Context: an optimization exercise on an open-source flow, tuned for small area, a short achievable clock period and few clock cycles per item. The choices shown serve that exercise and are no tape-out recipe.
Where RTL was checked, it was by simulation tests only, not by an equivalence proof against the original.
No activity file was given, so power comes from the tool's default toggle rates.

== the previous run ==
==> module minha_fpu_add, before the edit <==
module minha_fpu_add #(parameter int W = 8)
(
    input  logic [W-1:0] a,
    input  logic [W-1:0] b,
    input  logic         cin,
    output logic [W-1:0] s,
    output logic         cout
);
    logic [W-1:0] p, g, gg, pp, ng, np;
    always_comb begin
        p  = a ^ b;
        g  = a & b;
        gg = g;
        pp = p;
        gg[0] = g[0] | (p[0] & cin);
        for (int k = 1; k < W; k = k * 2) begin
            ng = gg;
            np = pp;
            for (int i = 0; i < W; i++)
                if ((i / k) % 2 == 1) begin
                    ng[i] = gg[i] | (pp[i] & gg[(i / k) * k - 1]);
                    np[i] = pp[i] & pp[(i / k) * k - 1];
                end
            gg = ng;
            pp = np;
        end
        s    = p ^ {gg[W-2:0], cin};
        cout = gg[W-1];
    end
endmodule
==> module minha_fpu, before the edit <==
module minha_fpu
(
    input logic clock_100KHz,
    input logic reset,
    input logic start,
    input logic [31:0] op_A_in,
    input logic [31:0] op_B_in,
    output logic [3:0] status_out,
    output logic [31:0] data_out,
    output logic done
);
    logic        sA, sB;
    logic [9:0]  eA, eB;
    logic [20:0] fA, fB;
    assign sA = op_A_in[31];
    assign sB = op_B_in[31];
    assign eA = op_A_in[30:21];
    assign eB = op_B_in[30:21];
    assign fA = op_A_in[20:0];
    assign fB = op_B_in[20:0];
    logic zA, zB, mA, mB, nan_res;
    assign zA = (op_A_in == 32'h0);
    assign zB = (op_B_in == 32'h0);
    assign mA = &eA;
    assign mB = &eB;
    assign nan_res = (mA && fA != 21'h0) || (mB && fB != 21'h0) || (mA && mB && (sA != sB));
    logic [9:0] dAB, dBA, d;
    logic       geE, leE, geM, unused0;
    minha_fpu_add #(10) u_dab (.a(eA), .b(~eB), .cin(1'b1), .s(dAB), .cout(geE));
    minha_fpu_add #(10) u_dba (.a(eB), .b(~eA), .cin(1'b1), .s(dBA), .cout(leE));
    logic [30:0] cmp_s;
    minha_fpu_add #(31) u_cmp (.a(op_A_in[30:0]), .b(~op_B_in[30:0]), .cin(1'b1), .s(cmp_s), .cout(geM));
    logic        swap, sX;
    logic [9:0]  eX;
    logic [20:0] fY;
    assign swap = !geM;
    assign sX = swap ? sB : sA;
    assign fY = swap ? fA : fB;
    assign eX = geE ? eA : eB;
    assign d  = geE ? dAB : dBA;
    logic        spec, big, pass_d, kill, selB, sub;
    logic [20:0] fXp;
    logic [21:0] mY, mYp;
    logic [22:0] m;
    assign spec   = !zA && !zB && (mA || mB);
    assign big    = (d[9:5] != 5'd0) || (d[4:0] > 5'd22);
    assign pass_d = zA || zB || mA || mB || big;
    assign kill   = zA || zB || mA || mB || (d[9:5] != 5'd0);
    assign selB   = zA || (!zB && swap);
    assign fXp    = spec ? {20'h0, nan_res} : (selB ? fB : fA);
    assign mY     = {1'b1, fY} >> d[4:0];
    assign mYp    = kill ? 22'h0 : mY;
    assign sub    = sA ^ sB;
    minha_fpu_add #(23) u_add (.a({2'b01, fXp}), .b({1'b0, mYp} ^ {23{sub}}), .cin(sub), .s(m), .cout(unused0));
    logic [9:0] e_raw, e_d;
    logic       s_d;
    logic [1:0] ps_d;
    always_comb begin
        if (zA)        begin e_raw = eB;     s_d = sB;  ps_d = 2'd0; end
        else if (zB)   begin e_raw = eA;     s_d = sA;  ps_d = 2'd0; end
        else if (spec) begin e_raw = 10'h3FF; s_d = nan_res ? 1'b0 : (mA ? sA : sB); ps_d = nan_res ? 2'd3 : 2'd1; end
        else           begin e_raw = eX;     s_d = sX;  ps_d = 2'd2; end
    end
    assign e_d = e_raw + {8'd0, pass_d, 1'b1};
    logic        s_q, pass_q;
    logic [9:0]  e_q;
    logic [22:0] m_q;
    logic [1:0]  ps_q;
    always_ff @(posedge clock_100KHz) begin
        if (start) begin
            s_q    <= s_d;
            pass_q <= pass_d;
            e_q    <= e_d;
            m_q    <= m;
            ps_q   <= ps_d;
        end
    end
    always_ff @(posedge clock_100KHz or negedge reset) begin
        if (!reset) done <= 1'b0;
        else if (start) done <= 1'b1;
    end
    logic [4:0]  z;
    logic [22:0] n5;
    always_comb begin
        logic [31:0] v;
        logic [4:0]  zz [32];
        logic [31:0] nv;
        logic [4:0]  nz [32];
        v = {m_q, 9'h1FF};
        for (int i = 0; i < 32; i++) zz[i] = 5'd0;
        for (int w = 1; w < 32; w = w * 2) begin
            nv = '0;
            for (int i = 0; i < 32; i++) nz[i] = 5'd0;
            for (int j = 0; j < 32 / (2 * w); j++) begin
                nv[j] = v[2*j+1] | v[2*j];
                nz[j] = v[2*j+1] ? zz[2*j+1] : (zz[2*j] | 5'(w));
            end
            v = nv;
            for (int i = 0; i < 32; i++) zz[i] = nz[i];
        end
        z = pass_q ? 5'd3 : zz[0];
        n5 = m_q << z;
    end
    logic [9:0] en;
    logic [4:0] eh1;
    logic       uf, nb, unused1;
    minha_fpu_add #(5) u_enl (.a(e_q[4:0]), .b(~z), .cin(1'b1), .s(en[4:0]), .cout(nb));
    minha_fpu_add #(5) u_enh (.a(e_q[9:5]), .b(5'h1F), .cin(1'b0), .s(eh1), .cout(unused1));
    assign en[9:5] = nb ? e_q[9:5] : eh1;
    assign uf = !pass_q && (m_q == 23'h0 || (e_q[9:5] == 5'd0 && e_q[4:0] == z));
    assign data_out = uf ? 32'h0 : {s_q, en, (pass_q ? m_q[20:19] : 2'b01), n5[21:3]};
    always_comb begin
        if (pass_q)  status_out = 4'b0001 << ps_q;
        else if (uf) status_out = 4'b0100;
        else         status_out = n5[2] ? 4'b1000 : 4'b0001;
    end
endmodule
Settings: LEC_CHECK=0, ABC_AREA=1, CAP_MARGIN=20, CORE_MARGIN=2, CORE_UTILIZATION=40, SETUP_SLACK_MARGIN=4.5, SLEW_MARGIN=20; clock period 11.0 ns.
standard.sh (not shown) runs the stock make flow with config.mk's settings and CLKGATE_MAP_FILE= SYNTH_SCRIPT=/design/flow/synth_recipe.tcl, a recipe that flattens the netlist after the stock synthesis.
==> flow/flow/run.sh <==
#!/bin/bash
# Standard ORFS layout (the standard.sh) with two changes:
# - the port buffers use sky130_fd_sc_hd__buf_1 instead of the cell buffer_ports
#   picks by default;
# - synthesis does not extract full/half adder cells (ADDER_MAP_FILE empty), so
#   ABC maps the prefix adders of the RTL itself.
set -euo pipefail
export BUFFER_PORTS_ARGS="-buffer_cell sky130_fd_sc_hd__buf_1"
export ADDER_MAP_FILE=
bash standard.sh > standard.log 2>&1
Testbench counts of the previous run, summed over its fixed seeds: cycles 24,000, items 24,000.
Changes in the current run relative to the previous run:
--- a/flow/design.v
+++ b/flow/design.v
@@ -6,24 +6,24 @@
     output logic [W-1:0] s,
     output logic         cout
 );
-    logic [W-1:0] p, g, gg, pp, ng, np;
+    localparam int TOP = (W > 16) ? 16 : (W > 8) ? 8 : (W > 4) ? 4 : (W > 2) ? 2 : 1;
+    logic [W-1:0] p, g, gg, pp;
     always_comb begin
         p  = a ^ b;
         g  = a & b;
         gg = g;
         pp = p;
         gg[0] = g[0] | (p[0] & cin);
-        for (int k = 1; k < W; k = k * 2) begin
-            ng = gg;
-            np = pp;
-            for (int i = 0; i < W; i++)
-                if ((i / k) % 2 == 1) begin
-                    ng[i] = gg[i] | (pp[i] & gg[(i / k) * k - 1]);
-                    np[i] = pp[i] & pp[(i / k) * k - 1];
-                end
-            gg = ng;
-            pp = np;
-        end
+        for (int d = 1; d < W; d = d * 2)
+            for (int i = 2 * d - 1; i < W; i += 2 * d) begin
+                gg[i] = gg[i] | (pp[i] & gg[i-d]);
+                pp[i] = pp[i] & pp[i-d];
+            end
+        for (int d = TOP; d >= 1; d = d / 2)
+            for (int i = 3 * d - 1; i < W; i += 2 * d) begin
+                gg[i] = gg[i] | (pp[i] & gg[i-d]);
+                pp[i] = pp[i] & pp[i-d];
+            end
         s    = p ^ {gg[W-2:0], cin};
         cout = gg[W-1];
     end
@@ -132,11 +132,8 @@
         n5 = m_q << z;
     end
     logic [9:0] en;
-    logic [4:0] eh1;
-    logic       uf, nb, unused1;
-    minha_fpu_add #(5) u_enl (.a(e_q[4:0]), .b(~z), .cin(1'b1), .s(en[4:0]), .cout(nb));
-    minha_fpu_add #(5) u_enh (.a(e_q[9:5]), .b(5'h1F), .cin(1'b0), .s(eh1), .cout(unused1));
-    assign en[9:5] = nb ? e_q[9:5] : eh1;
+    logic       uf, unused1;
+    minha_fpu_add #(10) u_en (.a(e_q), .b(~{5'd0, z}), .cin(1'b1), .s(en), .cout(unused1));
     assign uf = !pass_q && (m_q == 23'h0 || (e_q[9:5] == 5'd0 && e_q[4:0] == z));
     assign data_out = uf ? 32'h0 : {s_q, en, (pass_q ? m_q[20:19] : 2'b01), n5[21:3]};
     always_comb begin
--- outcome ---
The current run: flow completed, timing, DRC and antenna clean
From the previous run to the current run the numbers moved as follows: final HPWL from detailed placement higher; mean area per synthesized cell down 1.0%.
The higher combinational share of power came out of the previous run.
| post-layout minimum cycle time | the current run vs the previous run | worse |
Compared to the previous run, the routing of the current run uses more wire.
The RTL of the current run was laid out without a check of its function.

[afterwards: timing with drivers on the ports]
How much do the figures lean on ideal ports? The routed layouts below were timed once more, with nothing changed but the port constraints.
Step 1 sets driving cells, clkbuf_16 on the clock port and buf_2 on the other inputs (assumed; they add their load-dependent delay and slew).
Step 2 times the ports against the registers' clock, not the clock port: input delays grow and output delays shrink by t, the midpoint of the rising clock arrivals with the driver on.
Slacks: no drivers / after step 1 / after step 2; pairs: no drivers / after step 1.
| run | t, ns | setup slack, ns | worst setup path at the end | worst slew at a driven data input, ns | cell pins on the clock port's net |
|---|---|---|---|---|---|
| the previous run | 0.311 | 4.895 / 4.860 / 4.597 | input to register | 0.04 | 1 |
| the current run | 0.308 | 4.718 / 4.728 / 4.419 | input to register | 0.05 | 1 |
After both steps every run listed still meets setup and hold. The setup slack of the current run, which loses most, moves by +0.010 ns with the drivers and by -0.299 ns with both steps.
